Background: an optimization exercise with open tools, aiming at a short achievable clock period. Do not read the settings as production practice. Only simulation tests tie the RTL to the original design; equivalence was not proved. No driver is modelled on the clock port, so clocking that relies on it looks cheaper here than on a real chip. Power and IR drop assume default switching activity.

==> module OS_PE_last, before the edit <==
module OS_PE_last #(parameter in_word_size 	= 16,
							out_word_size 	= 16,
							early 			= 0	)	 
(
	input     								clk		,
	input     								rst			,
	input   wire	[in_word_size-1:0]   	fmap_in		,
	input   wire	[in_word_size-1:0]   	fmap_next	,	 
	input	wire	[in_word_size-1:0]   	kernel_in	,	 
	input	wire	[in_word_size-1:0]   	kernel_next	,	 
	input	wire	[in_word_size-1:0]   	kernel_next2,	 
	input	wire	[in_word_size-1:0]   	kernel_next3,	 
	input	wire   	[out_word_size-1:0] 	Result_in_s	,
	input	wire   	[out_word_size-1:0] 	Result_in_c	,
	input 	wire 			  				Op_sel		,
	output	reg    [in_word_size-1:0]   	fmap_out	,
	output  reg    [in_word_size-1:0]   	kernel_out	,
	output 	reg    [out_word_size-1:0]  	Result_out
);
	localparam W = 16;
	function [2*W-1:0] csa;
		input [W-1:0] a, b, c;
		begin
			csa[W-1:0]   = a ^ b ^ c;
			csa[2*W-1:W] = ((a & b) | (a & c) | (b & c)) << 1;
		end
	endfunction
	wire [W-1:0] x   = early ? fmap_next    : fmap_in;
	wire [W-1:0] m   = early ? kernel_next  : kernel_in;
	wire [W-1:0] kn  = early ? kernel_next2 : kernel_next;
	wire [W-1:0] kn2 = early ? kernel_next3 : kernel_next2;
	reg [W-1:0] n3, n5, n7, n9, n15;
	reg [W-1:0] k1, k3, k5, k7, k9, k11, k13, k15;	 
	wire [W-1:0] mult [0:15];
	assign mult[0]  = {W{1'b0}};
	assign mult[1]  = k1;
	assign mult[2]  = {k1[W-2:0], 1'b0};
	assign mult[3]  = k3;
	assign mult[4]  = {k1[W-3:0], 2'b0};
	assign mult[5]  = k5;
	assign mult[6]  = {k3[W-2:0], 1'b0};
	assign mult[7]  = k7;
	assign mult[8]  = {k1[W-4:0], 3'b0};
	assign mult[9]  = k9;
	assign mult[10] = {k5[W-2:0], 1'b0};
	assign mult[11] = k11;
	assign mult[12] = {k3[W-3:0], 2'b0};
	assign mult[13] = k13;
	assign mult[14] = {k7[W-2:0], 1'b0};
	assign mult[15] = k15;
	wire [W-1:0] r0 = mult[x[3:0]];
	wire [W-1:0] r1 = mult[x[7:4]]   << 4;
	wire [W-1:0] r2 = mult[x[11:8]]  << 8;
	wire [W-1:0] r3 = mult[x[15:12]] << 12;
	wire [W-1:0] a0s, a0c, b0s, b0c;
	assign {a0c, a0s} = csa(r0, r1, r2);
	wire [W-1:0] q4 = (r0 ^ r1) ^ (r2 ^ r3);
	wire [W-1:0] co4 = ((r0 ^ r1) & r2) | (~(r0 ^ r1) & r0);
	wire [W-1:0] ci4 = {co4[W-2:0], 1'b0};
	assign b0s = q4 ^ ci4;
	assign b0c = {((q4[W-2:0] & ci4[W-2:0]) | (~q4[W-2:0] & r3[W-2:0])), 1'b0};
	reg  [W-1:0] Ms, Mc;	 
	reg  [W-1:0] Acc;		 
	wire [W-1:0] Psum;		 
	wire [W-1:0] Rin  = Result_in_s + Result_in_c;
	generate
		if (early) begin : E
			reg [W-1:0] M3, Mp;
			always @ (posedge clk or negedge rst)
				if (!rst) begin
					M3 <= 0;
					Mp <= 0;
				end else begin
					M3 <= r3;
					Mp <= Ms + Mc + M3;
				end
			assign Psum = Acc + Mp;
		end else begin : N
			assign Psum = Acc + Ms + Mc;
		end
	endgenerate
always @ (posedge clk or negedge rst) begin
	if (!rst) begin
			fmap_out 	<= 0;
			kernel_out 	<= 0;
			n3 <= 0; n5 <= 0; n7 <= 0; n9 <= 0; n15 <= 0;
			k1 <= 0; k3 <= 0; k5 <= 0; k7 <= 0; k9 <= 0; k11 <= 0; k13 <= 0; k15 <= 0;
			Ms 			<= 0;
			Mc 			<= 0;
			Acc 		<= 0;
			Result_out 	<= 0;
		end
	else begin
			fmap_out 	<= fmap_in;
			kernel_out 	<= kernel_in;
			n3  <= kn2 + {kn2[W-2:0], 1'b0};
			n5  <= kn2 + {kn2[W-3:0], 2'b0};
			n7  <= {kn2[W-4:0], 3'b0} - kn2;
			n9  <= kn2 + {kn2[W-4:0], 3'b0};
			n15 <= {kn2[W-5:0], 4'b0} - kn2;
			k1  <= kn;
			k3  <= n3;
			k5  <= n5;
			k7  <= n7;
			k9  <= n9;
			k11 <= {kn[W-4:0], 3'b0} + n3;
			k13 <= {kn[W-4:0], 3'b0} + n5;
			k15 <= n15;
			Ms 			<= early ? a0s : b0s;
			Mc 			<= early ? a0c : b0c;
			Acc 		<= Psum;
			Result_out  <= (Op_sel) ? Rin : Psum;
	end
end
endmodule
Settings: LEC_CHECK=0, CAP_MARGIN=20, CORE_MARGIN=2, CORE_UTILIZATION=55, SETUP_SLACK_MARGIN=4.3, SLEW_MARGIN=20; clock period 7.0 ns.
standard.sh (not shown) runs the stock make flow with config.mk's settings and CLKGATE_MAP_FILE= SYNTH_SCRIPT=/design/flow/synth_recipe.tcl, a recipe that flattens the netlist after the stock synthesis.
==> flow/flow/run.sh <==
#!/bin/bash
set -euo pipefail
bash standard.sh MATCH_CELL_FOOTPRINT=0 PRE_CTS_TCL="$PWD/flow/pre_cts.tcl" finish > standard_flow.log 2>&1
==> flow/flow/pre_cts.tcl <==
# Put each flip-flop that drives an output port's buffer right beside that
# buffer, then legalize.
proc my_pull_output_flops {} {
  set block [ord::get_db_block]
  set n 0
  foreach port [get_ports -quiet [all_outputs]] {
    set net [get_nets -quiet [get_full_name $port]]
    if {$net eq ""} continue
    foreach drv [get_pins -quiet -of_objects $net -filter "direction == output"] {
      set buf [get_cells -of_objects $drv]
      set in [get_pins -of_objects $buf -filter "direction == input"]
      set inet [get_nets -of_objects $in]
      foreach d2 [get_pins -quiet -of_objects $inet -filter "direction == output"] {
        set ff [get_cells -of_objects $d2]
        if {![string match "sky130_fd_sc_hd__dfrtp_*" [get_property $ff ref_name]]} continue
        set dbuf [sta::sta_to_db_inst $buf]
        set dff [sta::sta_to_db_inst $ff]
        set loc [$dbuf getLocation]
        $dff setLocation [lindex $loc 0] [lindex $loc 1]
        $dff setPlacementStatus PLACED
        incr n
      }
    }
  }
  puts "my_pull_output_flops: moved $n flip-flops"
  detailed_placement
}
my_pull_output_flops
The starting point produced a clean layout.
Next try:
--- a/flow/design.v
+++ b/flow/design.v
@@ -142,15 +142,15 @@
 	wire [W-1:0] kn2 = early ? kernel_next3 : kernel_next2;
 	reg [W-1:0] n3, n5, n7, n9, n15;
-	reg [W-1:0] k1, k3, k5, k7, k9, k11, k13, k15;	 
+	reg [W-1:0] k3, k5, k7, k9, k11, k13, k15;
 	wire [W-1:0] mult [0:15];
 	assign mult[0]  = {W{1'b0}};
-	assign mult[1]  = k1;
-	assign mult[2]  = {k1[W-2:0], 1'b0};
+	assign mult[1]  = m;
+	assign mult[2]  = {m[W-2:0], 1'b0};
 	assign mult[3]  = k3;
-	assign mult[4]  = {k1[W-3:0], 2'b0};
+	assign mult[4]  = {m[W-3:0], 2'b0};
 	assign mult[5]  = k5;
 	assign mult[6]  = {k3[W-2:0], 1'b0};
 	assign mult[7]  = k7;
-	assign mult[8]  = {k1[W-4:0], 3'b0};
+	assign mult[8]  = {m[W-4:0], 3'b0};
 	assign mult[9]  = k9;
 	assign mult[10] = {k5[W-2:0], 1'b0};
@@ -166,9 +166,5 @@
 	wire [W-1:0] a0s, a0c, b0s, b0c;
 	assign {a0c, a0s} = csa(r0, r1, r2);
-	wire [W-1:0] q4 = (r0 ^ r1) ^ (r2 ^ r3);
-	wire [W-1:0] co4 = ((r0 ^ r1) & r2) | (~(r0 ^ r1) & r0);
-	wire [W-1:0] ci4 = {co4[W-2:0], 1'b0};
-	assign b0s = q4 ^ ci4;
-	assign b0c = {((q4[W-2:0] & ci4[W-2:0]) | (~q4[W-2:0] & r3[W-2:0])), 1'b0};
+	assign {b0c, b0s} = csa(a0s, a0c, r3);
 	reg  [W-1:0] Ms, Mc;	 
 	reg  [W-1:0] Acc;		 
@@ -196,5 +192,5 @@
 			kernel_out 	<= 0;
 			n3 <= 0; n5 <= 0; n7 <= 0; n9 <= 0; n15 <= 0;
-			k1 <= 0; k3 <= 0; k5 <= 0; k7 <= 0; k9 <= 0; k11 <= 0; k13 <= 0; k15 <= 0;
+			k3 <= 0; k5 <= 0; k7 <= 0; k9 <= 0; k11 <= 0; k13 <= 0; k15 <= 0;
 			Ms 			<= 0;
 			Mc 			<= 0;
@@ -210,5 +206,4 @@
 			n9  <= kn2 + {kn2[W-4:0], 3'b0};
 			n15 <= {kn2[W-5:0], 4'b0} - kn2;
-			k1  <= kn;
 			k3  <= n3;
 			k5  <= n5;
Combinational power is lower by 3.5%; via count fell by 2.4%; cell count is lower by 2.7%; sequential share of layout area went up by 0.38 points; cell area went down by about 0.8%; power is lower by 1.8%; worst setup slack loses 0.0077 ns; synthesized cell count goes down by about 4%.

[what the ideal ports hide]
Ports are ideal in the flow. The routed layouts listed here were re-timed in OpenROAD. Step 1 (the two cells are an assumption about what drives the block):
set clk [get_ports {clk}]
set_driving_cell -lib_cell sky130_fd_sc_hd__clkbuf_16 $clk
set_driving_cell -lib_cell sky130_fd_sc_hd__buf_2 [delete_from_list [all_inputs] $clk]
Step 2 times the ports against the registers' clock, not the clock port: input delays grow and output delays shrink by t, the midpoint of the rising clock arrivals with the driver on. Slacks: ideal / step 1 / step 2; pairs: ideal / step 1.
run	t (ns)	setup WS [ns]	hold slack, ns	worst register clock-pin slew, ns	worst data-port slew with drivers (ns)
the first run	1.137	4.040 / 3.916 / 3.160	0.312 / 0.312 / 0.312	0.07 / 0.07	0.32
the second run	1.143	4.032 / 3.909 / 2.849	0.342 / 0.314 / 0.342	0.07 / 0.07	0.35
After both steps setup and hold are still met in every run listed. The setup slack of the second run, which loses most, moves by -0.123 ns with the drivers and by -1.183 ns with both steps.
